What follows belongs to an exercise in optimizing a design on an open flow for small area; a production flow would make more cautious choices. In this exercise RTL edits were held to simulation tests only and were not proved equivalent to the original. Power is estimated from default activity; no workload was simulated.

==> flow/design.v <==
typedef enum logic [16-1:0] {
    MTIME_LOW_R     = 16'hbff8,
    MTIME_HIGH_R    = 16'hbffc,
    MTIMECMP_LOW_R  = 16'h4000,
    MTIMECMP_HIGH_R = 16'h4004
} type_mtime_regs_e;
localparam int unsigned CSR_MTVEC_BASE_ALIGN_VECTOR = 6;
localparam int unsigned CSR_MTVEC_BASE_ALIGN_DIRECT = 2;
localparam int unsigned MODE_BIT = 0;
localparam int unsigned CSR_STVEC_BASE_ALIGN_VECTOR = 6;
localparam int unsigned CSR_STVEC_BASE_ALIGN_DIRECT = 2;
typedef enum logic [11:0] {
    CSR_ADDR_MVENDORID  = 12'hF11,
    CSR_ADDR_MARCHID    = 12'hF12,
    CSR_ADDR_MIMPID     = 12'hF13,
    CSR_ADDR_MHARTID    = 12'hF14,
    CSR_ADDR_MSTATUS    = 12'h300,   
    CSR_ADDR_MISA       = 12'h301,   
    CSR_ADDR_MEDELEG    = 12'h302,   
    CSR_ADDR_MIDELEG    = 12'h303,   
    CSR_ADDR_MIE        = 12'h304,   
    CSR_ADDR_MTVEC      = 12'h305,   
    CSR_ADDR_MCOUNTEREN = 12'h306,   
    CSR_ADDR_MSTATUSH   = 12'h310,   
    CSR_ADDR_MSCRATCH   = 12'h340,   
    CSR_ADDR_MEPC       = 12'h341,   
    CSR_ADDR_MCAUSE     = 12'h342,   
    CSR_ADDR_MTVAL      = 12'h343,   
    CSR_ADDR_MIP        = 12'h344,   
    CSR_ADDR_SSTATUS    = 12'h100,
    CSR_ADDR_SIE        = 12'h104,
    CSR_ADDR_STVEC      = 12'h105,
    CSR_ADDR_SCOUNTEREN = 12'h106,
    CSR_ADDR_SSCRATCH   = 12'h140,
    CSR_ADDR_SEPC       = 12'h141,
    CSR_ADDR_SCAUSE     = 12'h142,
    CSR_ADDR_STVAL      = 12'h143,
    CSR_ADDR_SIP        = 12'h144,
    CSR_ADDR_SATP       = 12'h180,
    CSR_ADDR_PMPCFG0   = 12'h3A0,
    CSR_ADDR_PMPADDR0  = 12'h3B0,
    CSR_ADDR_PMPADDR1  = 12'h3B1,
    CSR_ADDR_PMPADDR2  = 12'h3B2,
    CSR_ADDR_PMPADDR3  = 12'h3B3,
    CSR_ADDR_MCYCLE        = 12'hB00,
    CSR_ADDR_MINSTRET      = 12'hB02,
    CSR_ADDR_MHPMCOUNTER3  = 12'hB03,
    CSR_ADDR_MINSTRETH     = 12'hB82,
    CSR_ADDR_MCYCLEH       = 12'hB80,
    CSR_ADDR_MHPMCOUNTER3H = 12'hB83,
    CSR_ADDR_MCOUNTINHIBIT = 12'h320,
    CSR_ADDR_CYCLE         = 12'hC00,
    CSR_ADDR_TIME          = 12'hC01,
    CSR_ADDR_INSTRET       = 12'hC02,
    CSR_ADDR_CYCLEH        = 12'hC80,
    CSR_ADDR_TIMEH         = 12'hC81,
    CSR_ADDR_INSTRETH      = 12'hC82
} type_csr_addr_e;
localparam int unsigned EXC_CODE_WIDTH = 4;
typedef enum logic [EXC_CODE_WIDTH-1:0] {
    EXC_CODE_INSTR_MISALIGN        = 4'd0,      
    EXC_CODE_INSTR_ACCESS_FAULT    = 4'd1,      
    EXC_CODE_ILLEGAL_INSTR         = 4'd2,      
    EXC_CODE_BREAKPOINT            = 4'd3,      
    EXC_CODE_LD_ADDR_MISALIGN      = 4'd4,      
    EXC_CODE_LD_ACCESS_FAULT       = 4'd5,      
    EXC_CODE_ST_ADDR_MISALIGN      = 4'd6,      
    EXC_CODE_ST_ACCESS_FAULT       = 4'd7,      
    EXC_CODE_ECALL_UMODE           = 4'd8,      
    EXC_CODE_ECALL_SMODE           = 4'd9,      
    EXC_CODE_ECALL_MMODE           = 4'd11,     
    EXC_CODE_INST_PAGE_FAULT       = 4'd12,     
    EXC_CODE_LD_PAGE_FAULT         = 4'd13,     
    EXC_CODE_ST_PAGE_FAULT         = 4'd15,     
    EXC_CODE_NO_EXCEPTION          = 4'd14      
} type_exc_code_e;
localparam int unsigned S_SOFT_INT_IDX  = 1;
localparam int unsigned M_SOFT_INT_IDX  = 3;
localparam int unsigned S_TIMER_INT_IDX = 5;
localparam int unsigned M_TIMER_INT_IDX = 7;
localparam int unsigned S_EXT_INT_IDX   = 9;
localparam int unsigned M_EXT_INT_IDX   = 11;
localparam logic [32-1:0] MIE_SSIP = 1 << S_SOFT_INT_IDX;
localparam logic [32-1:0] MIE_MSIP = 1 << M_SOFT_INT_IDX;
localparam logic [32-1:0] MIE_STIP = 1 << S_TIMER_INT_IDX;
localparam logic [32-1:0] MIE_MTIP = 1 << M_TIMER_INT_IDX;
localparam logic [32-1:0] MIE_SEIP = 1 << S_EXT_INT_IDX;
localparam logic [32-1:0] MIE_MEIP = 1 << M_EXT_INT_IDX;
localparam logic [32-1:0] MIE_MASK = MIE_SSIP | MIE_STIP | MIE_SEIP | MIE_MSIP | MIE_MTIP | MIE_MEIP;
localparam logic [32-1:0] MIP_MASK = MIE_MASK;
localparam logic [32-1:0] SIE_MASK = MIE_SSIP | MIE_STIP | MIE_SEIP;
localparam logic [32-1:0] SIP_MASK = SIE_MASK;
localparam logic [32-1:0] SIE_SSIP = MIE_SSIP;
localparam logic [32-1:0] SIP_SSIP = SIE_SSIP;
localparam int unsigned IRQ_CODE_WIDTH = 4;
typedef enum logic [IRQ_CODE_WIDTH-1:0] {
    IRQ_CODE_NONE       = 4'd0,
    IRQ_CODE_S_SOFTWARE = 4'd1,      
    IRQ_CODE_M_SOFTWARE = 4'd3,      
    IRQ_CODE_S_TIMER    = 4'd5,      
    IRQ_CODE_M_TIMER    = 4'd7,      
    IRQ_CODE_S_EXTERNAL = 4'd9,      
    IRQ_CODE_M_EXTERNAL = 4'd11      
} type_irq_code_e;
typedef enum logic[1:0] {
    PRIV_MODE_M = 2'b11,
    PRIV_MODE_S = 2'b01,
    PRIV_MODE_U = 2'b00
} type_priv_mode_e;
 typedef struct packed {
    logic              sd;      
    logic [7:0]        wpri3;   
    logic              tsr;     
    logic              tw;      
    logic              tvm;     
    logic              mxr;     
    logic              sum;     
    logic              mprv;    
    logic [1:0]        xs;      
    logic [1:0]        fs;      
    type_priv_mode_e   mpp;     
    logic [1:0]        vs;      
    logic              spp;     
    logic              mpie;    
    logic              ube;     
    logic              spie;    
    logic              wpri2;   
    logic              mie;     
    logic              wpri1;   
    logic              sie;     
    logic              wpri0;   
} type_status_reg_s;
localparam logic [32-1:0] STATUS_SIE  = 'h00000002;
localparam logic [32-1:0] STATUS_SPIE = 'h00000020;
localparam logic [32-1:0] STATUS_UBE  = 'h00000040;
localparam logic [32-1:0] STATUS_SPP  = 'h00000100;
localparam logic [32-1:0] STATUS_VS   = 'h00000600;
localparam logic [32-1:0] STATUS_FS   = 'h00006000;
localparam logic [32-1:0] STATUS_XS   = 'h00018000;
localparam logic [32-1:0] STATUS_SUM  = 'h00040000;
localparam logic [32-1:0] STATUS_MXR  = 'h00080000;
localparam logic [32-1:0] STATUS_SD   = 'h80000000;
localparam logic [32-1:0] SSTATUS_READ_MASK  = STATUS_SIE | STATUS_SPIE
                                                | STATUS_UBE | STATUS_SPP
                                                | STATUS_VS  | STATUS_FS
                                                | STATUS_XS  | STATUS_SUM
                                                | STATUS_MXR | STATUS_SD;
localparam logic [32-1:0] SSTATUS_WRITE_MASK = STATUS_SIE | STATUS_SPIE
                                                | STATUS_SPP | STATUS_FS
                                                | STATUS_SUM | STATUS_MXR;
localparam logic [32-1:0] SATP_ASID_MASK  = 'h803FFFFF;
localparam SATP_MODE_WIDTH = 1;
localparam SATP_ASID_WIDTH = 9;
localparam SATP_PPN_WIDTH  = 22;
localparam MODE_SV32       = 1;
typedef struct packed {
    logic [SATP_MODE_WIDTH-1:0] mode;
    logic [SATP_ASID_WIDTH-1:0] asid;
    logic [SATP_PPN_WIDTH-1:0]  ppn;
} type_satp_reg_s;
localparam TVEC_MODE_WIDTH = 2;
localparam TVEC_BASE_WIDTH = 30;
typedef struct packed {
    logic [TVEC_BASE_WIDTH-1:0] base;
    logic [TVEC_MODE_WIDTH-1:0] mode;
} type_tvec_reg_s;
typedef struct packed {
    logic [14:0]                warl7;    
    logic                       uart;
    logic [3:0]                 warl6;
    logic                       meie;     
    logic                       warl5;
    logic                       seie;     
    logic                       warl4;
    logic                       mtie;     
    logic                       warl3;
    logic                       stie;     
    logic                       warl2;
    logic                       msie;     
    logic                       warl1;
    logic                       ssie;     
    logic                       warl0;
} type_mie_reg_s;
typedef struct packed {
    logic [14:0]                warl7;    
    logic                       uart;
    logic [3:0]                 warl6;
    logic                       meip;     
    logic                       warl5;
    logic                       seip;     
    logic                       warl4;
    logic                       mtip;     
    logic                       warl3;
    logic                       stip;     
    logic                       warl2;
    logic                       msip;     
    logic                       warl1;
    logic                       ssip;     
    logic                       warl0;
} type_mip_reg_s;
typedef struct packed {
    logic [14:0]                warl10;    
    logic                       uart;
    logic [3:0]                 warl9;
    logic                       warl8;   
    logic                       warl7;
    logic                       seie;     
    logic                       warl6;
    logic                       warl5;    
    logic                       warl4;
    logic                       stie;     
    logic                       warl3;
    logic                       warl2;    
    logic                       warl1;
    logic                       ssie;     
    logic                       warl0;
} type_sie_reg_s;
typedef struct packed {
    logic [14:0]                warl10;    
    logic                       uart;
    logic [3:0]                 warl9;
    logic                       warl8;   
    logic                       warl7;
    logic                       seip;     
    logic                       warl6;
    logic                       warl5;    
    logic                       warl4;
    logic                       stip;     
    logic                       warl3;
    logic                       warl2;    
    logic                       warl1;
    logic                       ssip;     
    logic                       warl0;
} type_sip_reg_s;
typedef struct packed {
    logic [27:0]               warl1;
    logic                       hpm3;
    logic                       ir;
    logic                       warl0;
    logic                       cy;
} type_mcountinhibit_reg_s;
 typedef enum logic [3:0] {
    AMO_OPS_NONE = '0,
    AMO_OPS_LR,
    AMO_OPS_SC,
    AMO_OPS_SWAP,
    AMO_OPS_ADD,
    AMO_OPS_XOR,
    AMO_OPS_AND,
    AMO_OPS_OR,
    AMO_OPS_MIN,
    AMO_OPS_MAX,
    AMO_OPS_MINU,
    AMO_OPS_MAXU
} type_amo_ops_e;
typedef enum logic [2:0] {
    AMO_IDLE  = 3'h0,
    AMO_LOAD  = 3'h1,
    AMO_OP    = 3'h2,
    AMO_ST    = 3'h3,
    AMO_DONE  = 3'h4
} type_amo_states_e;
typedef struct packed {                            
    type_amo_ops_e                   amo_ops;              
    logic                            is_amo; 
    logic                            amo_flush; 
    logic                            ack;  
} type_lsu2amo_ctrl_s;
typedef struct packed {                            
    logic [32-1:0]                lsu_addr;
    logic [32-1:0]                rs2_operand;
    logic [32-1:0]                r_data; 
} type_lsu2amo_data_s;
typedef struct packed {                      
    logic                            amo_done;      
    logic                            ld_req;     
    logic                            st_req; 
    logic                            rd_wr_req;
} type_amo2lsu_ctrl_s;
typedef struct packed {                            
    logic [32-1:0]                w_data; 
    logic [32-1:0]                amo_wrb_data; 
} type_amo2lsu_data_s;
typedef enum logic [4:0] {
    OPCODE_LOAD_INST      = 5'b00000,
    OPCODE_STORE_INST     = 5'b01000,
    OPCODE_MEM_FENCE_INST = 5'b00011,
    OPCODE_IMM_INST       = 5'b00100,
    OPCODE_AUIPC_INST     = 5'b00101,
    OPCODE_ARITH_INST     = 5'b01100,
    OPCODE_LUI_INST       = 5'b01101,
    OPCODE_BRANCH_INST    = 5'b11000,
    OPCODE_JALR_INST      = 5'b11001,
    OPCODE_JAL_INST       = 5'b11011,
    OPCODE_AMO_INST       = 5'b01011,
    OPCODE_SYSTEM_INST    = 5'b11100
} type_rv_opcode_e;
typedef enum logic {
    ALU_OPR1_PC = '0,        
    ALU_OPR1_REG             
} type_alu_opr1_sel_e;
typedef enum logic {
    ALU_OPR2_IMM = '0,      
    ALU_OPR2_REG            
} type_alu_opr2_sel_e;
typedef enum logic {
    ALU_CMP_OPR2_IMM = '0,  
    ALU_CMP_OPR2_REG        
} type_alu_cmp_opr2_sel_e;
typedef enum logic [3:0] {
    ALU_I_OPS_NONE = '0,    
    ALU_I_OPS_ADD,           
    ALU_I_OPS_SUB,           
    ALU_I_OPS_AND,           
    ALU_I_OPS_OR,            
    ALU_I_OPS_XOR,           
    ALU_I_OPS_SLT,           
    ALU_I_OPS_SLTU,          
    ALU_I_OPS_SLL,           
    ALU_I_OPS_SRL,           
    ALU_I_OPS_SRA,           
    ALU_I_OPS_COPY_OPR1,     
    ALU_I_OPS_COPY_OPR2      
} type_alu_i_ops_e;
typedef enum logic [2:0] {
    ALU_M_OPS_NONE   = '0,    
    ALU_M_OPS_MUL    =  3'b100,         
    ALU_M_OPS_MULHU  =  3'b101,         
    ALU_M_OPS_MULHSU =  3'b110,         
    ALU_M_OPS_MULH   =  3'b111          
} type_alu_m_ops_e;
typedef enum logic [2:0] {
    ALU_D_OPS_NONE   = '0,    
    ALU_D_OPS_DIV    =  3'b100,          
    ALU_D_OPS_DIVU   =  3'b101,          
    ALU_D_OPS_REM    =  3'b110,          
    ALU_D_OPS_REMU   =  3'b111           
} type_alu_d_ops_e;
typedef enum logic [2:0] {
    BR_OPS_NONE = '0,   
    BR_OPS_EQ,           
    BR_OPS_NE,           
    BR_OPS_GE,           
    BR_OPS_GEU,          
    BR_OPS_LT,           
    BR_OPS_LTU           
} type_br_ops_e;
typedef enum logic [2:0] {
    LD_OPS_NONE = '0,
    LD_OPS_LB,
    LD_OPS_LBU,
    LD_OPS_LH,
    LD_OPS_LHU,
    LD_OPS_LW
} type_ld_ops_e;
typedef enum logic [1:0] {
    ST_OPS_NONE = '0,
    ST_OPS_SB,
    ST_OPS_SH,
    ST_OPS_SW
} type_st_ops_e;
typedef enum logic [2:0] {
    RD_WRB_NONE = '0,
    RD_WRB_ALU,                            
    RD_WRB_INC_PC,                         
    RD_WRB_DMEM,                           
    RD_WRB_CSR,                            
    RD_WRB_D_ALU                           
} type_rd_wrb_sel_e;
 typedef enum logic [2:0] {
    SYS_OPS_NONE = '0,
    SYS_OPS_SFENCE_VMA,
    SYS_OPS_SRET,
    SYS_OPS_MRET,
    SYS_OPS_WFI 
} type_sys_ops_e;
 typedef enum logic [1:0] {
    CSR_OPS_NONE = '0,
    CSR_OPS_WRITE,
    CSR_OPS_SET,
    CSR_OPS_CLEAR
} type_csr_ops_e;
typedef enum logic {
    CSR_OPR_REG = '0,        
    CSR_OPR_IMM              
} type_csr_opr_sel_e;
typedef struct packed {                            
    logic [32-1:0]                addr;
    logic                            req; 
} type_if2imem_s;
typedef struct packed {                            
    logic [32-1:0]                r_data;
    logic                            ack;  
} type_imem2if_s;
typedef struct packed {                            
    logic [32-1:0]                instr;
    logic [32-1:0]                pc;
    logic [32-1:0]                pc_next;
    type_exc_code_e                  exc_code;
    logic                            instr_flushed;
} type_if2id_data_s;
typedef struct packed {                            
    logic                            exc_req;
    logic                            irq_req;
} type_if2id_ctrl_s;
typedef struct packed {                            
    logic [32-1:0]                rs1_data;     
    logic [32-1:0]                rs2_data;
    logic [32-1:0]                instr;
    logic [32-1:0]                pc;
    logic [32-1:0]                pc_next;
    logic [32-1:0]                imm;  
    type_exc_code_e                  exc_code;
    logic                            instr_flushed;   
} type_id2exe_data_s;
typedef struct packed {                           
    type_alu_i_ops_e                 alu_i_ops;
    type_alu_m_ops_e                 alu_m_ops;
    type_alu_d_ops_e                 alu_d_ops;
    type_ld_ops_e                    ld_ops;
    type_st_ops_e                    st_ops;
    type_br_ops_e                    branch_ops;
    type_csr_ops_e                   csr_ops;
    type_amo_ops_e                   amo_ops;
    type_sys_ops_e                   sys_ops;
    type_alu_opr1_sel_e              alu_opr1_sel;
    type_alu_opr2_sel_e              alu_opr2_sel;
    type_alu_cmp_opr2_sel_e          alu_cmp_opr2_sel;
    type_csr_opr_sel_e               csr_opr_sel;
    type_rd_wrb_sel_e                rd_wrb_sel;
    logic                            exc_req;
    logic                            rd_wr_req;
    logic                            jump_req;
    logic                            branch_req;
    logic                            fence_i_req;
    logic                            fence_req;
    logic                            irq_req;
} type_id2exe_ctrl_s;
typedef struct packed {                            
    logic [32-1:0]                alu_result;
    logic [32-1:0]                pc_next;
    logic [32-1:0]                rs2_data;
} type_exe2lsu_data_s;
typedef struct packed {  
    logic [4:0]                      rd_addr;                         
    type_rd_wrb_sel_e                rd_wrb_sel;
    type_ld_ops_e                    ld_ops;
    type_st_ops_e                    st_ops;
    type_amo_ops_e                   amo_ops;
    logic                            rd_wr_req;
    logic                            jump_req;
    logic                            branch_req;
    logic                            fence_req;
} type_exe2lsu_ctrl_s;
typedef struct packed {                            
    logic [11:0]                     csr_addr;
    logic [32-1:0]                pc;
    logic [32-1:0]                instr;
    logic [32-1:0]                csr_wdata;  
    type_exc_code_e                  exc_code; 
    logic                            instr_flushed;     
} type_exe2csr_data_s;
typedef struct packed {                           
    type_csr_ops_e                   csr_ops;
    type_sys_ops_e                   sys_ops;
    logic                            exc_req;
    logic                            irq_req;
    logic                            csr_rd_req;
    logic                            csr_wr_req;
    logic                            fence_i_req;
} type_exe2csr_ctrl_s;
typedef struct packed {                           
    type_ld_ops_e                    ld_ops;
    type_st_ops_e                    st_ops;
    logic                            ld_page_fault;
    logic                            st_page_fault;
    logic                            dcache_flush_ack;  
} type_lsu2csr_ctrl_s;
typedef struct packed {                            
    logic [32-1:0]                dbus_addr;
    logic [32-1:0]                pc_next; 
} type_lsu2csr_data_s;
typedef struct packed {                            
    logic [32-1:0]                csr_rdata;     
} type_csr2wrb_data_s;
typedef struct packed { 
    logic [32-1:0]                csr_mhartid;                           
    logic [1:0]                      ext_irq;   
    logic                            timer_irq;   
    logic                            soft_irq; 
    logic                            uart_irq;    
} type_pipe2csr_s;
typedef struct packed {                            
    logic [32-1:0]                alu_result;
    logic [32-1:0]                pc_next;
    logic [32-1:0]                r_data;  
    logic [5-1:0]           rd_addr; 
} type_lsu2wrb_data_s;
typedef struct packed {                           
    type_rd_wrb_sel_e                rd_wrb_sel;
    logic                            rd_wr_req;
} type_lsu2wrb_ctrl_s;
typedef struct packed {                            
    logic [32-1:0]                addr;
    logic [32-1:0]                w_data;
    type_st_ops_e                    st_ops;
    logic                            ld_req;  
    logic                            st_req;  
} type_lsu2dbus_s;
typedef struct packed {                            
    logic [32-1:0]                r_data;
    logic                            ack;  
} type_dbus2lsu_s;
typedef struct packed {                            
    logic [32-1:0]                addr;
    logic [32-1:0]                w_data;
    logic [3:0]                      sel_byte;  
    logic                            w_en;  
    logic                            req;
} type_dbus2peri_s;
typedef struct packed {                            
    logic [32-1:0]                r_data;
    logic                            ack;  
} type_peri2dbus_s;
typedef struct packed {                            
    logic [32-1:0]                pc_new;
} type_exe2if_fb_s;
typedef struct packed {                            
    logic [32-1:0]                pc_new;
    logic                            icache_flush; 
    logic                            irq_req;
} type_csr2if_fb_s;
typedef struct packed {                            
    type_priv_mode_e                 priv_mode;
} type_csr2id_fb_s;
typedef struct packed {                            
    logic [32-1:0]                rd_data;
    logic [5-1:0]           rd_addr;
    logic                            rd_wr_req;  
} type_wrb2id_fb_s;
typedef struct packed {                        
    logic [5-1:0]           rd_addr;
    logic                            rd_wr_req;  
    logic                            lsu_req;
    logic                            lsu_ack;   
} type_lsu2fwd_s;
typedef struct packed {                            
    logic [5-1:0]           rd_addr;
    logic                            rd_wr_req;    
} type_wrb2fwd_s;
typedef struct packed {                            
    logic [5-1:0]           rs1_addr;
    logic [5-1:0]           rs2_addr;
    logic                            new_pc_req;  
    logic                            use_rs1;
    logic                            use_rs2; 
} type_exe2fwd_s;
typedef struct packed {                            
    logic                            new_pc_req; 
    logic                            irq_flush_lsu;
    logic                            wfi_req; 
    logic                            csr_read_req;
} type_csr2fwd_s;
typedef struct packed {  
    logic                            exe_new_pc_req;                            
    logic                            csr_new_pc_req;
    logic                            wfi_req; 
    logic                            if_stall;
} type_fwd2if_s;
typedef struct packed {                            
    logic                            fwd_wrb_rs1;
    logic                            fwd_wrb_rs2; 
    logic                            fwd_lsu_rs1;
    logic                            fwd_lsu_rs2; 
} type_fwd2exe_s;
typedef struct packed {  
    logic                            if2id_pipe_flush; 
    logic                            if2id_pipe_stall;
    logic                            id2exe_pipe_flush;  
    logic                            id2exe_pipe_stall; 
    logic                            exe2lsu_pipe_stall;
    logic                            exe2lsu_pipe_flush;
    logic                            lsu2wrb_pipe_flush; 
    logic                            pipe_fwd_wrb_rs1; 
    logic                            pipe_fwd_wrb_rs2;                          
} type_fwd2ptop_s;
typedef struct packed {  
    logic                            pipe_stall; 
} type_fwd2csr_s;
typedef struct packed {  
    logic                            lsu_flush;                           
} type_fwd2lsu_s;
typedef struct packed {                            
    logic [22-1:0]           satp_ppn;  
    logic                            en_vaddr;
    logic                            en_ld_st_vaddr;
    logic                            mxr; 
    logic                            lsu_flush;  
    logic                            tlb_flush;
    logic                            dcache_flush;
} type_csr2lsu_data_s;
typedef struct packed {                            
    logic [32-1:0]                timer_val_low;  
    logic [32-1:0]                timer_val_high;  
} type_clint2csr_s;
typedef struct packed {                            
    logic [32-1:0]                reg_data;
    logic [5-1:0]           reg_addr;
    logic                            reg_wr_req;  
} type_debug_port_s;
module reg_file (
    input   logic                      rst_n,                
    input   logic                      clk,                  
    input   logic [5-1:0]     id2rf_rs1_addr_i,     
    input   logic [5-1:0]     id2rf_rs2_addr_i,     
    output  logic [32-1:0]          rf2id_rs1_data_o,     
    output  logic [32-1:0]          rf2id_rs2_data_o,     
    input   logic                      id2rf_rd_wr_req_i,    
    input   logic [5-1:0]     id2rf_rd_addr_i,      
    input   logic [32-1:0]          id2rf_rd_data_i      
);
logic   [32-1:0][32-1:0] register_file;
logic                        rs1_addr_valid;
logic                        rs2_addr_valid;
logic                        rf_wr_valid;
assign  rs1_addr_valid   = |id2rf_rs1_addr_i;
assign  rs2_addr_valid   = |id2rf_rs2_addr_i;
assign  rf_wr_valid      = (|id2rf_rd_addr_i) & id2rf_rd_wr_req_i;
assign  rf2id_rs1_data_o = (rs1_addr_valid) 
                         ? register_file[id2rf_rs1_addr_i] 
                         : '0;
assign  rf2id_rs2_data_o = (rs2_addr_valid) 
                         ? register_file[id2rf_rs2_addr_i] 
                         : '0;
always_ff @( negedge clk) begin
    if (~rst_n) begin
        register_file <= '0;
    end else if (rf_wr_valid) begin
        register_file[id2rf_rd_addr_i] <= id2rf_rd_data_i;
    end
end
endmodule
module decode (
    input   logic                             rst_n,                   
    input   logic                             clk,                     
    input wire type_if2id_data_s              if2id_data_i,
    input wire type_if2id_ctrl_s              if2id_ctrl_i,
    output type_id2exe_data_s                 id2exe_data_o,
    output type_id2exe_ctrl_s                 id2exe_ctrl_o,           
    input wire type_csr2id_fb_s               csr2id_fb_i,
    input wire type_wrb2id_fb_s               wrb2id_fb_i
);
logic [5-1:0]               id2rf_rs1_addr;             
logic [5-1:0]               id2rf_rs2_addr;             
logic [32-1:0]                    instr_codeword;
logic [32-1:0]                    rf2id_rs1_data;             
logic [32-1:0]                    rf2id_rs2_data;             
logic                                illegal_instr;
logic [2:0]                          funct3_opcode;
logic [6:0]                          funct7_opcode;
logic [4:0]                          funct5_opcode;
logic [4:0]                          shift_amt;  
type_if2id_ctrl_s                    if2id_ctrl;
type_if2id_data_s                    if2id_data;
type_id2exe_ctrl_s                   id2exe_ctrl;
type_id2exe_data_s                   id2exe_data;
type_csr2id_fb_s                     csr2id_fb;
type_rv_opcode_e                     instr_opcode;
assign if2id_ctrl = if2id_ctrl_i;
assign if2id_data = if2id_data_i;
assign csr2id_fb  = csr2id_fb_i;
assign instr_codeword = if2id_data.instr;
assign instr_opcode   = type_rv_opcode_e'(instr_codeword[6:2]); 
assign funct7_opcode  = instr_codeword[31:25];
assign funct3_opcode  = instr_codeword[14:12];
assign funct5_opcode  = instr_codeword[24:20];
assign id2rf_rs1_addr = instr_codeword[19:15];
assign id2rf_rs2_addr = instr_codeword[24:20];
assign shift_amt      = instr_codeword[24:20]; 
always_comb begin
    id2exe_ctrl.alu_i_ops  = ALU_I_OPS_NONE;
    id2exe_ctrl.alu_m_ops  = ALU_M_OPS_NONE;
    id2exe_ctrl.alu_d_ops  = ALU_D_OPS_NONE;
    id2exe_ctrl.ld_ops     = LD_OPS_NONE;
    id2exe_ctrl.st_ops     = ST_OPS_NONE;
    id2exe_ctrl.branch_ops = BR_OPS_NONE;
    id2exe_ctrl.csr_ops    = CSR_OPS_NONE;
    id2exe_ctrl.amo_ops    = AMO_OPS_NONE;
    id2exe_ctrl.sys_ops    = SYS_OPS_NONE;
    id2exe_ctrl.alu_opr1_sel     = ALU_OPR1_PC;
    id2exe_ctrl.alu_opr2_sel     = ALU_OPR2_IMM;
    id2exe_ctrl.alu_cmp_opr2_sel = ALU_CMP_OPR2_REG;
    id2exe_ctrl.csr_opr_sel      = CSR_OPR_REG;
    id2exe_ctrl.rd_wrb_sel       = RD_WRB_NONE;
    id2exe_ctrl.rd_wr_req        = 1'b0;
    id2exe_ctrl.jump_req         = 1'b0;
    id2exe_ctrl.branch_req       = 1'b0;
    id2exe_ctrl.exc_req          = 1'b0;
    id2exe_ctrl.fence_i_req      = 1'b0;
    id2exe_ctrl.fence_req        = 1'b0;
    id2exe_ctrl.irq_req          = if2id_ctrl.irq_req;
    id2exe_data.imm      = {{21{instr_codeword[31]}}, instr_codeword[30:20]};
    id2exe_data.rs1_data = rf2id_rs1_data;    
    id2exe_data.rs2_data = rf2id_rs2_data;    
    id2exe_data.instr    = instr_codeword;
    id2exe_data.pc       = if2id_data.pc;
    id2exe_data.pc_next  = if2id_data.pc_next;
    id2exe_data.exc_code = EXC_CODE_NO_EXCEPTION;
    id2exe_data.instr_flushed = if2id_data.instr_flushed;
    illegal_instr       = 1'b0;
       case (instr_opcode)
            OPCODE_ARITH_INST  : begin
                id2exe_ctrl.rd_wrb_sel       = RD_WRB_ALU;
                id2exe_ctrl.alu_opr1_sel     = ALU_OPR1_REG;
                id2exe_ctrl.alu_opr2_sel     = ALU_OPR2_REG;
                id2exe_ctrl.alu_cmp_opr2_sel = ALU_CMP_OPR2_REG;
                id2exe_ctrl.rd_wr_req        = 1'b1;
                 case (funct7_opcode)
                    7'b0000000 : begin
                        case (funct3_opcode)
                            3'b000 : id2exe_ctrl.alu_i_ops = ALU_I_OPS_ADD;    
                            3'b001 : id2exe_ctrl.alu_i_ops = ALU_I_OPS_SLL;    
                            3'b010 : id2exe_ctrl.alu_i_ops = ALU_I_OPS_SLT;    
                            3'b011 : id2exe_ctrl.alu_i_ops = ALU_I_OPS_SLTU;   
                            3'b100 : id2exe_ctrl.alu_i_ops = ALU_I_OPS_XOR;    
                            3'b101 : id2exe_ctrl.alu_i_ops = ALU_I_OPS_SRL;    
                            3'b110 : id2exe_ctrl.alu_i_ops = ALU_I_OPS_OR;     
                            3'b111 : id2exe_ctrl.alu_i_ops = ALU_I_OPS_AND;    
                        endcase  
                    end  
                    7'b0100000 : begin
                        case (funct3_opcode)
                            3'b000  : id2exe_ctrl.alu_i_ops = ALU_I_OPS_SUB;
                            3'b101  : id2exe_ctrl.alu_i_ops = ALU_I_OPS_SRA;
                            default : illegal_instr         = 1'b1;
                        endcase  
                    end  
                    7'b0000001 : begin
                        if (funct3_opcode[2]) begin
                            id2exe_ctrl.rd_wrb_sel = RD_WRB_D_ALU;
                        end
                        case (funct3_opcode)
                            3'b000 : id2exe_ctrl.alu_m_ops = ALU_M_OPS_MUL;
                            3'b001 : id2exe_ctrl.alu_m_ops = ALU_M_OPS_MULH;
                            3'b010 : id2exe_ctrl.alu_m_ops = ALU_M_OPS_MULHSU;
                            3'b011 : id2exe_ctrl.alu_m_ops = ALU_M_OPS_MULHU;
                            3'b100 : id2exe_ctrl.alu_d_ops = ALU_D_OPS_DIV;
                            3'b101 : id2exe_ctrl.alu_d_ops = ALU_D_OPS_DIVU;
                            3'b110 : id2exe_ctrl.alu_d_ops = ALU_D_OPS_REM;
                            3'b111 : id2exe_ctrl.alu_d_ops = ALU_D_OPS_REMU;
                        endcase  
                    end  
                    default : illegal_instr = 1'b1;
                endcase  
            end  
            OPCODE_IMM_INST : begin
                id2exe_ctrl.rd_wrb_sel       = RD_WRB_ALU;
                id2exe_ctrl.alu_opr1_sel     = ALU_OPR1_REG;
                id2exe_ctrl.alu_opr2_sel     = ALU_OPR2_IMM;
                id2exe_ctrl.alu_cmp_opr2_sel = ALU_CMP_OPR2_IMM;
                id2exe_ctrl.rd_wr_req        = 1'b1;
                case (funct3_opcode)
                    3'b000 : id2exe_ctrl.alu_i_ops = ALU_I_OPS_ADD;            
                    3'b010 : id2exe_ctrl.alu_i_ops = ALU_I_OPS_SLT;            
                    3'b011 : id2exe_ctrl.alu_i_ops = ALU_I_OPS_SLTU;           
                    3'b100 : id2exe_ctrl.alu_i_ops = ALU_I_OPS_XOR;            
                    3'b110 : id2exe_ctrl.alu_i_ops = ALU_I_OPS_OR;             
                    3'b111 : id2exe_ctrl.alu_i_ops = ALU_I_OPS_AND;            
                    3'b001 : begin
                              id2exe_data.imm     = 32'(shift_amt);      
                              id2exe_ctrl.alu_i_ops = ALU_I_OPS_SLL;            
                    end
                    3'b101 : begin
                        case (funct7_opcode)
                            7'b0000000 : begin
                                id2exe_data.imm     = 32'(shift_amt);   
                                id2exe_ctrl.alu_i_ops = ALU_I_OPS_SRL;           
                            end
                            7'b0100000 : begin
                                id2exe_data.imm     = 32'(shift_amt);   
                                id2exe_ctrl.alu_i_ops = ALU_I_OPS_SRA;           
                            end
                            default : illegal_instr  =  1'b1;
                        endcase  
                    end
                endcase  
            end  
            OPCODE_AUIPC_INST : begin
                id2exe_ctrl.rd_wrb_sel   = RD_WRB_ALU;
                id2exe_ctrl.alu_opr1_sel = ALU_OPR1_PC;
                id2exe_ctrl.alu_opr2_sel = ALU_OPR2_IMM;
                id2exe_ctrl.alu_i_ops    = ALU_I_OPS_ADD;
                id2exe_ctrl.rd_wr_req    = 1'b1;                 
                id2exe_data.imm          = {instr_codeword[31:12], 12'b0};
            end  
            OPCODE_LUI_INST : begin
                id2exe_ctrl.rd_wrb_sel   = RD_WRB_ALU;
                id2exe_ctrl.alu_opr2_sel = ALU_OPR2_IMM;
                id2exe_ctrl.alu_i_ops    = ALU_I_OPS_COPY_OPR2;
                id2exe_ctrl.rd_wr_req    = 1'b1;                
                id2exe_data.imm          = {instr_codeword[31:12], 12'b0};
            end  
            OPCODE_LOAD_INST : begin
                id2exe_ctrl.rd_wrb_sel   = RD_WRB_DMEM;
                id2exe_ctrl.alu_opr1_sel = ALU_OPR1_REG;
                id2exe_ctrl.alu_opr2_sel = ALU_OPR2_IMM;
                id2exe_ctrl.alu_i_ops    = ALU_I_OPS_ADD;
                id2exe_ctrl.rd_wr_req    = 1'b1;
                case (funct3_opcode)
                    3'b000  : id2exe_ctrl.ld_ops = LD_OPS_LB;             
                    3'b001  : id2exe_ctrl.ld_ops = LD_OPS_LH;             
                    3'b010  : id2exe_ctrl.ld_ops = LD_OPS_LW;             
                    3'b100  : id2exe_ctrl.ld_ops = LD_OPS_LBU;            
                    3'b101  : id2exe_ctrl.ld_ops = LD_OPS_LHU;            
                    default : illegal_instr      =  1'b1;                 
                endcase  
            end  
            OPCODE_STORE_INST : begin
                id2exe_ctrl.alu_opr1_sel = ALU_OPR1_REG;
                id2exe_ctrl.alu_opr2_sel = ALU_OPR2_IMM;
                id2exe_ctrl.alu_i_ops    = ALU_I_OPS_ADD;
                id2exe_data.imm          = {{21{instr_codeword[31]}}, instr_codeword[30:25], instr_codeword[11:7]};
                case (funct3_opcode)
                    3'b000  : id2exe_ctrl.st_ops = ST_OPS_SB;             
                    3'b001  : id2exe_ctrl.st_ops = ST_OPS_SH;             
                    3'b010  : id2exe_ctrl.st_ops = ST_OPS_SW;             
                    default : illegal_instr      =  1'b1;                 
                endcase  
            end  
            OPCODE_MEM_FENCE_INST : begin
                case (funct3_opcode)
                    3'b000  : id2exe_ctrl.fence_req = 1'b1;               
                    3'b001  : id2exe_ctrl.fence_i_req = 1'b1;             
                    default : illegal_instr           = 1'b1;             
                endcase  
            end  
            OPCODE_BRANCH_INST : begin
                id2exe_ctrl.alu_opr1_sel     = ALU_OPR1_PC;
                id2exe_ctrl.alu_opr2_sel     = ALU_OPR2_IMM;
                id2exe_ctrl.alu_cmp_opr2_sel = ALU_CMP_OPR2_REG;
                id2exe_ctrl.alu_i_ops        = ALU_I_OPS_ADD;
                id2exe_ctrl.branch_req       = 1'b1;
                id2exe_data.imm              = {{20{instr_codeword[31]}}, instr_codeword[7], instr_codeword[30:25], instr_codeword[11:8], 1'b0};
                case (funct3_opcode)
                    3'b000  : id2exe_ctrl.branch_ops = BR_OPS_EQ;             
                    3'b001  : id2exe_ctrl.branch_ops = BR_OPS_NE;             
                    3'b100  : id2exe_ctrl.branch_ops = BR_OPS_LT;             
                    3'b101  : id2exe_ctrl.branch_ops = BR_OPS_GE;             
                    3'b110  : id2exe_ctrl.branch_ops = BR_OPS_LTU;            
                    3'b111  : id2exe_ctrl.branch_ops = BR_OPS_GEU;            
                    default : begin                                           
                        illegal_instr          = 1'b1;
                        id2exe_ctrl.branch_req = 1'b0;
                    end
                endcase  
            end  
            OPCODE_JALR_INST : begin
                id2exe_ctrl.rd_wrb_sel   = RD_WRB_INC_PC;
                id2exe_ctrl.alu_opr1_sel = ALU_OPR1_REG;
                id2exe_ctrl.alu_opr2_sel = ALU_OPR2_IMM;
                id2exe_ctrl.alu_i_ops    = ALU_I_OPS_ADD;
                id2exe_ctrl.rd_wr_req    = 1'b1;
                id2exe_ctrl.jump_req     = 1'b1;
            end  
            OPCODE_JAL_INST : begin
                id2exe_ctrl.rd_wrb_sel   = RD_WRB_INC_PC;
                id2exe_ctrl.alu_opr1_sel = ALU_OPR1_PC;
                id2exe_ctrl.alu_opr2_sel = ALU_OPR2_IMM;
                id2exe_ctrl.alu_i_ops    = ALU_I_OPS_ADD;
                id2exe_ctrl.rd_wr_req    = 1'b1;
                id2exe_ctrl.jump_req     = 1'b0;  
                id2exe_data.imm          = {{12{instr_codeword[31]}}, instr_codeword[19:12], instr_codeword[20], instr_codeword[30:21], 1'b0};
            end  
            OPCODE_SYSTEM_INST : begin
                case (funct3_opcode)
                    3'b001 : begin               
                        id2exe_ctrl.alu_opr1_sel = ALU_OPR1_REG;
                        id2exe_ctrl.rd_wrb_sel   = RD_WRB_CSR;
                        id2exe_ctrl.csr_ops      = CSR_OPS_WRITE;
                        id2exe_ctrl.csr_opr_sel  = CSR_OPR_REG;
                    end
                    3'b010 : begin               
                        id2exe_ctrl.alu_opr1_sel = ALU_OPR1_REG;
                        id2exe_ctrl.rd_wrb_sel   = RD_WRB_CSR;
                        id2exe_ctrl.csr_ops      = CSR_OPS_SET;
                        id2exe_ctrl.csr_opr_sel  = CSR_OPR_REG;
                    end
                    3'b011 : begin              
                        id2exe_ctrl.alu_opr1_sel = ALU_OPR1_REG;
                        id2exe_ctrl.rd_wrb_sel   = RD_WRB_CSR;
                        id2exe_ctrl.csr_ops      = CSR_OPS_CLEAR;
                        id2exe_ctrl.csr_opr_sel  = CSR_OPR_REG;
                    end
                    3'b101 : begin              
                        id2exe_ctrl.rd_wrb_sel  = RD_WRB_CSR;
                        id2exe_ctrl.csr_ops     = CSR_OPS_WRITE;
                        id2exe_ctrl.csr_opr_sel = CSR_OPR_IMM;
                    end
                    3'b110 : begin              
                        id2exe_ctrl.rd_wrb_sel  = RD_WRB_CSR;
                        id2exe_ctrl.csr_ops     = CSR_OPS_SET;
                        id2exe_ctrl.csr_opr_sel = CSR_OPR_IMM;
                    end
                    3'b111 : begin              
                        id2exe_ctrl.rd_wrb_sel  = RD_WRB_CSR;
                        id2exe_ctrl.csr_ops     = CSR_OPS_CLEAR;
                        id2exe_ctrl.csr_opr_sel = CSR_OPR_IMM;
                    end
                    3'b000 : begin
                        case (funct7_opcode)
                            7'b0000000 : begin        
                                case (funct5_opcode)
                                    5'b00000 : begin   
                                        id2exe_ctrl.exc_req  = 1'b1;
                                        id2exe_data.exc_code = EXC_CODE_ECALL_MMODE;
                                        case (csr2id_fb.priv_mode)
                                            PRIV_MODE_M: id2exe_data.exc_code = EXC_CODE_ECALL_MMODE;
                                            PRIV_MODE_S: id2exe_data.exc_code = EXC_CODE_ECALL_SMODE;
                                            PRIV_MODE_U: id2exe_data.exc_code = EXC_CODE_ECALL_UMODE;
                                            default:       ;  
                                        endcase
                                    end
                                    5'b00001 : begin   
                                        id2exe_ctrl.exc_req  = 1'b1;
                                        id2exe_data.exc_code = EXC_CODE_BREAKPOINT;
                                    end
                                    default : illegal_instr  =  1'b1; 
                                endcase  
                            end
                            7'b0001000 : begin        
                                case (funct5_opcode)
                                    5'b00010 : begin   
                                        id2exe_ctrl.sys_ops    = SYS_OPS_SRET;
                                    end
                                    5'b00101 : begin   
                                        id2exe_ctrl.sys_ops    = SYS_OPS_WFI;  
                                    end
                                    default : illegal_instr  =  1'b1; 
                                endcase  
                            end
                            7'b0011000 : begin         
                                id2exe_ctrl.sys_ops    = SYS_OPS_MRET;                               
                            end
                            7'b0001001 : begin         
                                id2exe_ctrl.sys_ops    = SYS_OPS_SFENCE_VMA;                               
                            end
                            default : illegal_instr = 1'b1;
                        endcase  
                    end
                    default : illegal_instr = 1'b1;    
                endcase  
            end  
            OPCODE_AMO_INST : begin
                id2exe_ctrl.rd_wrb_sel   = RD_WRB_DMEM;   
                id2exe_ctrl.alu_opr1_sel = ALU_OPR1_REG;
                id2exe_ctrl.alu_opr2_sel = ALU_OPR2_REG;
                id2exe_ctrl.ld_ops       = LD_OPS_LW;     
                id2exe_ctrl.st_ops       = ST_OPS_SW;     
                id2exe_ctrl.alu_i_ops    = ALU_I_OPS_COPY_OPR1;
                id2exe_ctrl.rd_wr_req    = 1'b1;         
                if (funct3_opcode == 3'b010) begin              
                    case (funct7_opcode[6:2])
                        5'b00000  : id2exe_ctrl.amo_ops = AMO_OPS_ADD;                   
                        5'b00001  : id2exe_ctrl.amo_ops = AMO_OPS_SWAP;                  
                        5'b00010  : begin 
                            id2exe_ctrl.amo_ops = AMO_OPS_LR;                            
                            id2exe_ctrl.st_ops  = ST_OPS_NONE;                           
                            if (funct5_opcode != '0) illegal_instr = 1'b1;
                        end
                        5'b00011  : id2exe_ctrl.amo_ops = AMO_OPS_SC;                    
                        5'b00100  : id2exe_ctrl.amo_ops = AMO_OPS_XOR;                   
                        5'b01000  : id2exe_ctrl.amo_ops = AMO_OPS_OR;                    
                        5'b01100  : id2exe_ctrl.amo_ops = AMO_OPS_AND;                   
                        5'b10000  : id2exe_ctrl.amo_ops = AMO_OPS_MIN;                   
                        5'b10100  : id2exe_ctrl.amo_ops = AMO_OPS_MAX;                   
                        5'b11000  : id2exe_ctrl.amo_ops = AMO_OPS_MINU;                  
                        5'b11100  : id2exe_ctrl.amo_ops = AMO_OPS_MAXU;                  
                        default   : illegal_instr       = 1'b1;                          
                    endcase  
                end else begin
                    illegal_instr = 1'b1;
                end  
            end  
            default : begin
                illegal_instr = 1'b1;
            end
        endcase  
   if(illegal_instr | if2id_ctrl.exc_req)  begin
     id2exe_ctrl.alu_i_ops   = ALU_I_OPS_NONE;
     id2exe_ctrl.alu_m_ops   = ALU_M_OPS_NONE;
     id2exe_ctrl.alu_d_ops   = ALU_D_OPS_NONE;
     id2exe_ctrl.ld_ops      = LD_OPS_NONE;
     id2exe_ctrl.st_ops      = ST_OPS_NONE;
     id2exe_ctrl.branch_ops  = BR_OPS_NONE;
     id2exe_ctrl.csr_ops     = CSR_OPS_NONE;
     id2exe_ctrl.amo_ops     = AMO_OPS_NONE;
     id2exe_ctrl.sys_ops     = SYS_OPS_NONE;
     id2exe_ctrl.rd_wrb_sel  = RD_WRB_NONE;
     id2exe_ctrl.exc_req     = 1'b1;
     id2exe_ctrl.rd_wr_req   = 1'b0;
     id2exe_ctrl.jump_req    = 1'b0;
     id2exe_ctrl.branch_req  = 1'b0;
     id2exe_ctrl.fence_i_req = 1'b0;
     id2exe_ctrl.fence_req   = 1'b0;
     if (if2id_ctrl.exc_req) begin
         id2exe_data.exc_code = if2id_data.exc_code; 
     end else begin
     id2exe_data.exc_code    = EXC_CODE_ILLEGAL_INSTR;
     end
   end
end  
assign id2exe_ctrl_o = id2exe_ctrl;
assign id2exe_data_o = id2exe_data; 
reg_file rf_module (
   .rst_n                (rst_n            ),
   .clk                  (clk              ),
   .id2rf_rs1_addr_i     (id2rf_rs1_addr),
   .rf2id_rs1_data_o     (rf2id_rs1_data),
   .id2rf_rs2_addr_i     (id2rf_rs2_addr),
   .rf2id_rs2_data_o     (rf2id_rs2_data),
   .id2rf_rd_wr_req_i    (wrb2id_fb_i.rd_wr_req),
   .id2rf_rd_addr_i      (wrb2id_fb_i.rd_addr ),
   .id2rf_rd_data_i      (wrb2id_fb_i.rd_data)
);
endmodule
module pcore_id (
    input  logic          clk,
    input  logic          rst_n,                  
    input  logic [100:0]  if2id_data_i,           
    input  logic [1:0]    if2id_ctrl_i,           
    input  logic [1:0]    csr2id_fb_i,            
    input  logic [37:0]   wrb2id_fb_i,            
    output logic [196:0]  id2exe_data_o,          
    output logic [40:0]   id2exe_ctrl_o           
);
type_id2exe_data_s    id2exe_data;
type_id2exe_ctrl_s    id2exe_ctrl;
decode decode_module (
    .rst_n          (rst_n),
    .clk            (clk),
    .if2id_data_i   (type_if2id_data_s'(if2id_data_i)),
    .if2id_ctrl_i   (type_if2id_ctrl_s'(if2id_ctrl_i)),
    .id2exe_data_o  (id2exe_data),
    .id2exe_ctrl_o  (id2exe_ctrl),
    .csr2id_fb_i    (type_csr2id_fb_s'(csr2id_fb_i)),
    .wrb2id_fb_i    (type_wrb2id_fb_s'(wrb2id_fb_i))
);
always_ff @(posedge clk) begin
    if (~rst_n) begin
        id2exe_data_o <= '0;
        id2exe_ctrl_o <= '0;
    end else begin
        id2exe_data_o <= id2exe_data;
        id2exe_ctrl_o <= id2exe_ctrl;
    end
end
endmodule
==> flow/run.sh <==
#!/bin/bash
# synth_recipe.tcl (not shown) runs the flow's synth.tcl, then flattens the netlist and writes it again
# the make line also repeats each setting of config.mk as NAME=value (left out here)
make -C /OpenROAD-flow-scripts/flow DESIGN_CONFIG=/design/flow/config.mk WORK_HOME=/design/flow/orfs CLKGATE_MAP_FILE= SYNTH_SCRIPT=/design/flow/synth_recipe.tcl finish
==> flow/config.mk <==
export PLATFORM = sky130hd
export DESIGN_NAME = pcore_id
export DESIGN_NICKNAME = pcore_id
export VERILOG_FILES = /design/flow/design.v
export SDC_FILE = /design/flow/constraint.sdc
export NUM_CORES = 4
export LEC_CHECK = 0
export CAP_MARGIN = 20
export CORE_MARGIN = 2
export CORE_UTILIZATION = 40
export SETUP_SLACK_MARGIN = 0.3
export SLEW_MARGIN = 20
==> flow/constraint.sdc <==
create_clock -name core_clock -period 10.0 [get_ports {clk}]
set_input_delay 2.0000 -clock core_clock [delete_from_list [all_inputs] [get_ports {clk}]]
set_output_delay 2.0000 -clock core_clock [all_outputs]
set_load 0.01 [all_outputs]
==> results.json <==
{
  "grtUsageTotal_pct": 29.5,
  "worstPathMaxFanout": 17,
  "cp_slowest_cell": "clkdlybuf4s50_1",
  "synthTopCellsByArea": "dfxtp_1 43%, mux4_2 25%, nand2_1 12%",
  "ant_nets": 0,
  "cts-root-buf": "clkbuf_16",
  "ys.flop_type": "dfxtp_1",
  "rows": 140,
  "crit_path_end": "decode_module.rf_module.register_file[360]$_SDFFE_NN0P_",
  "hold_violations": 0,
  "outcome": "complete, no violations",
  "yosysTopAreaCell": "dfxtp_1",
  "ys_warn_count": 3,
  "die_w_um": 387,
  "syn_to_final_growth_pct": 26.8,
  "path_class": "input pin to flop",
  "cts.path.max_buffers": 3,
  "critPathLaunch": "wrb2id_fb_i[2]",
  "via_per_inst": 5.76,
  "crit_path_cell_trace": "clkdlybuf4s50_1 > inv_1 > ha_1 > nand2b_1 > nor2_1 > ha_1 > nor3_2 > buf_4 > nand2_1 > nor2_4 > buf_12 > mux2i_1 > nor2_1",
  "cp.required_ns": 5.63,
  "timing.critical_path.slowest_cell_delay_ns": 0.55,
  "first_iter_violations": 5954,
  "slew_headroom_pct": 26.1,
  "routabilityCongestion": 0.904,
  "pin_count": 383,
  "cp.depth": 13,
  "yosysSeqAreaShare_pct": 43.1,
  "numPortBuffers": 382,
  "crit_path_end_kind": "flop",
  "power_density_nw_per_um2": 181,
  "max_cap_viol_count": 0,
  "coreArea_um2": 146000,
  "cts_buffers": 146,
  "synth.distinct_cells": 66,
  "hold_buffers": 0,
  "setup_viol": 0,
  "p_leak_nw": 28.5,
  "multiInputGateArea_um2": 30800,
  "finalMaxSlewViolations": 0,
  "die_area_um2": 149000,
  "syn_nets": 6276,
  "max-vdd-ir-drop_mv": 0.174,
  "start_util_pct": 40.2,
  "cts.repair.resized": 0,
  "syn_area_per_cell_um2": 9.56,
  "die_height_um": 387,
  "seq_area_um2": 25300,
  "hold_path.class": "flop to flop",
  "rr_startpoint": "decode_module.rf_module.register_file[871]$_SDFFE_NN0P_",
  "grt_pass1_wl_mm": 333,
  "grt_pass1_vias": 54800,
  "skew_ns": 0.0607,
  "clock-sinks": 1262,
  "insertion_delay_ns": 0.81,
  "rr_worst_depth": 4,
  "yosysTopAreaCellShare_pct": 43.1,
  "hpwl_mm": 131,
  "r2r-end": "id2exe_data_o[172]$_SDFF_PN0_",
  "cp_top_family": "buffers and inverters",
  "dr.pass1.iters": 6,
  "syn-cell-area_um2": 58600,
  "r2r_setup_slack_ns": 2.89,
  "synthArstFlopShare_pct": 0,
  "fin_nets": 7452,
  "synthCells": 6125,
  "rsz0062_at_grt": "false",
  "gr-total-overflow": 0,
  "cts.clk_slew.worst_paths_ns": 0.03,
  "wirelength_mm": 224,
  "cts_tree": "yes",
  "drive_gt1_share_pct": 15.8,
  "post-place-cells": 8047,
  "synth_edf_count": 0,
  "final.fill_count": 13200,
  "tns_ns": 0,
  "wl_per_cell_um": 24.0,
  "grt_max_degree": 132,
  "cts_setup_buffers": 0,
  "cp_num_buf_inv": 4,
  "via_count": 53800,
  "h-tree-depth": 4,
  "drc": 0,
  "critPathArrivalTime_ns": 4.78,
  "worst_pin_slew_ns": 1.11,
  "cp-start-kind": "input pin",
  "antenna_found_initial": 14,
  "fin_cells": 9337,
  "ys_ff_latch": 1262
}
==> synth_stat cells, types with 3 or more instances <==
cell,n
nand2_1,1927
dfxtp_1,1262
a21oi_1,928
mux4_2,640
clkbuf_1,431
nor2_1,181
and2_1,123
buf_2,109
mux2i_1,96
inv_1,91
o21ai_0,88
buf_1,42
nand3_1,24
nor3_1,23
and3_1,22
nor2b_1,13
buf_4,9
nand2b_1,9
a211oi_1,6
a31oi_1,6
ha_1,6
o31ai_1,6
nor4_1,5
or2_2,5
or3_1,5
o2bb2ai_1,4
nand4_1,3
nor2_2,3
o2111ai_1,3
o211ai_1,3
o22ai_1,3
==> power breakdown <==
| group | switching (W) | internal, W |
|---|---|---|
| registers | 0.0000341 | 0.00513 |
| clock network | 0.00341 | 0.00389 |
| logic | 0.000588 | 0.000351 |
| total | 0.00404 | 0.00938 |
==> flip-flops by register name, summed over array words and instances (netlist names) <==
name and flops:
decode_module.rf_module.register_file 1024, id2exe_data_o 197, id2exe_ctrl_o 41
==> worst register-to-register path: cells and delay by family (launching register included) <==
family	cells	cell delay, ns
flip-flops	1	0.33
AND/OR/NAND/NOR	1	0.15
multiplexers	2	0.97
AO/OA/AOI/OAI	1	0.39
==> worst min path at each step <==
stage | from | to | slack [ns] | cells past startpoint
6_report | decode_module.rf_module.register_file[221]$_SDFFE_NN0P_ | decode_module.rf_module.register_file[221]$_SDFFE_NN0P_ | 0.46 | 2
2_1_floorplan | decode_module.rf_module.register_file[192]$_SDFFE_NN0P_ | decode_module.rf_module.register_file[192]$_SDFFE_NN0P_ | 0.44 | 2
3_3_place_gp | decode_module.rf_module.register_file[833]$_SDFFE_NN0P_ | decode_module.rf_module.register_file[833]$_SDFFE_NN0P_ | 0.45 | 2
3_5_place_dp | decode_module.rf_module.register_file[738]$_SDFFE_NN0P_ | decode_module.rf_module.register_file[738]$_SDFFE_NN0P_ | 0.46 | 2
5_1_grt | decode_module.rf_module.register_file[645]$_SDFFE_NN0P_ | decode_module.rf_module.register_file[645]$_SDFFE_NN0P_ | 0.48 | 2
4_1_cts | decode_module.rf_module.register_file[738]$_SDFFE_NN0P_ | decode_module.rf_module.register_file[738]$_SDFFE_NN0P_ | 0.46 | 2
==> kinds of logic after synthesis <==
kind of cell             Yosys count  synth area share [%]
adder cells (fa/ha/maj)            6                 0.128
multiplexers                     736                  26.3
XOR/XNOR                           3                0.0449
flip-flops                      1262                  43.1
AND/OR/NAND/NOR                 2360                  16.2
AO/OA/AOI/OAI                   1073                  9.47
buffers and inverters            685                  4.71
==> metrics by stage <==
stage               worst slack [ns]  total power, W  util (%)  area [µm²]  hold slack [ns]
floorplan                       1.04         0.00637         -       58600            0.443
global placement               0.111         0.00678      44.9       65300            0.448
detailed placement             0.118         0.00678      44.9       65300            0.456
CTS                            0.907          0.0136      51.0       74200            0.460
global route                   0.729          0.0142      51.0       74200            0.480
finish                         0.857          0.0134      51.0       74200            0.460
==> metal layers <==
layer / up-vias / part of all wire [%] / global-route usage, % / wire length, µm
met2: 3274 / 48 / 47.5 / 107000
met5: - / 0.011 / 0 / 25
met1: 26200 / 36 / 34.4 / 81000
li1: 23600 / - / - / -
met4: 4 / 5.6 / 18.3 / 12600
met3: 750 / 11 / 9.08 / 24000
==> final cells by class <==
cell class,count,share of cell area [%]
clock buffers,161,5.17
repair buffers,598,8.76
multi-input cells,4178,41.5
well taps,1917,3.23
clock inverters,1123,6.79
inverters,91,0.470
diodes,7,0.0236
flip-flops and latches,1262,34.0
==> cells in the final DEF, fill, tap and decap left out, types with 6 or more instances in the layout <==
cell / count
nand2_1: 1912
dfxtp_1: 1262
inv_1: 1138
a21oi_1: 928
mux4_2: 640
clkdlybuf4s50_1: 371
nor2_1: 156
clkbuf_16: 150
buf_4: 135
and2_1: 123
mux2i_1: 96
o21ai_0: 87
buf_12: 84
nor2_4: 28
nor3_1: 23
bufinv_16: 22
clkinvlp_2: 21
nand3_1: 19
and3_1: 19
nand2_2: 16
nor2b_1: 13
diode_2: 7
clkbuf_1: 7
o31ai_1: 6
a211oi_1: 6
a31oi_1: 6
ha_1: 6
clkinv_2: 6
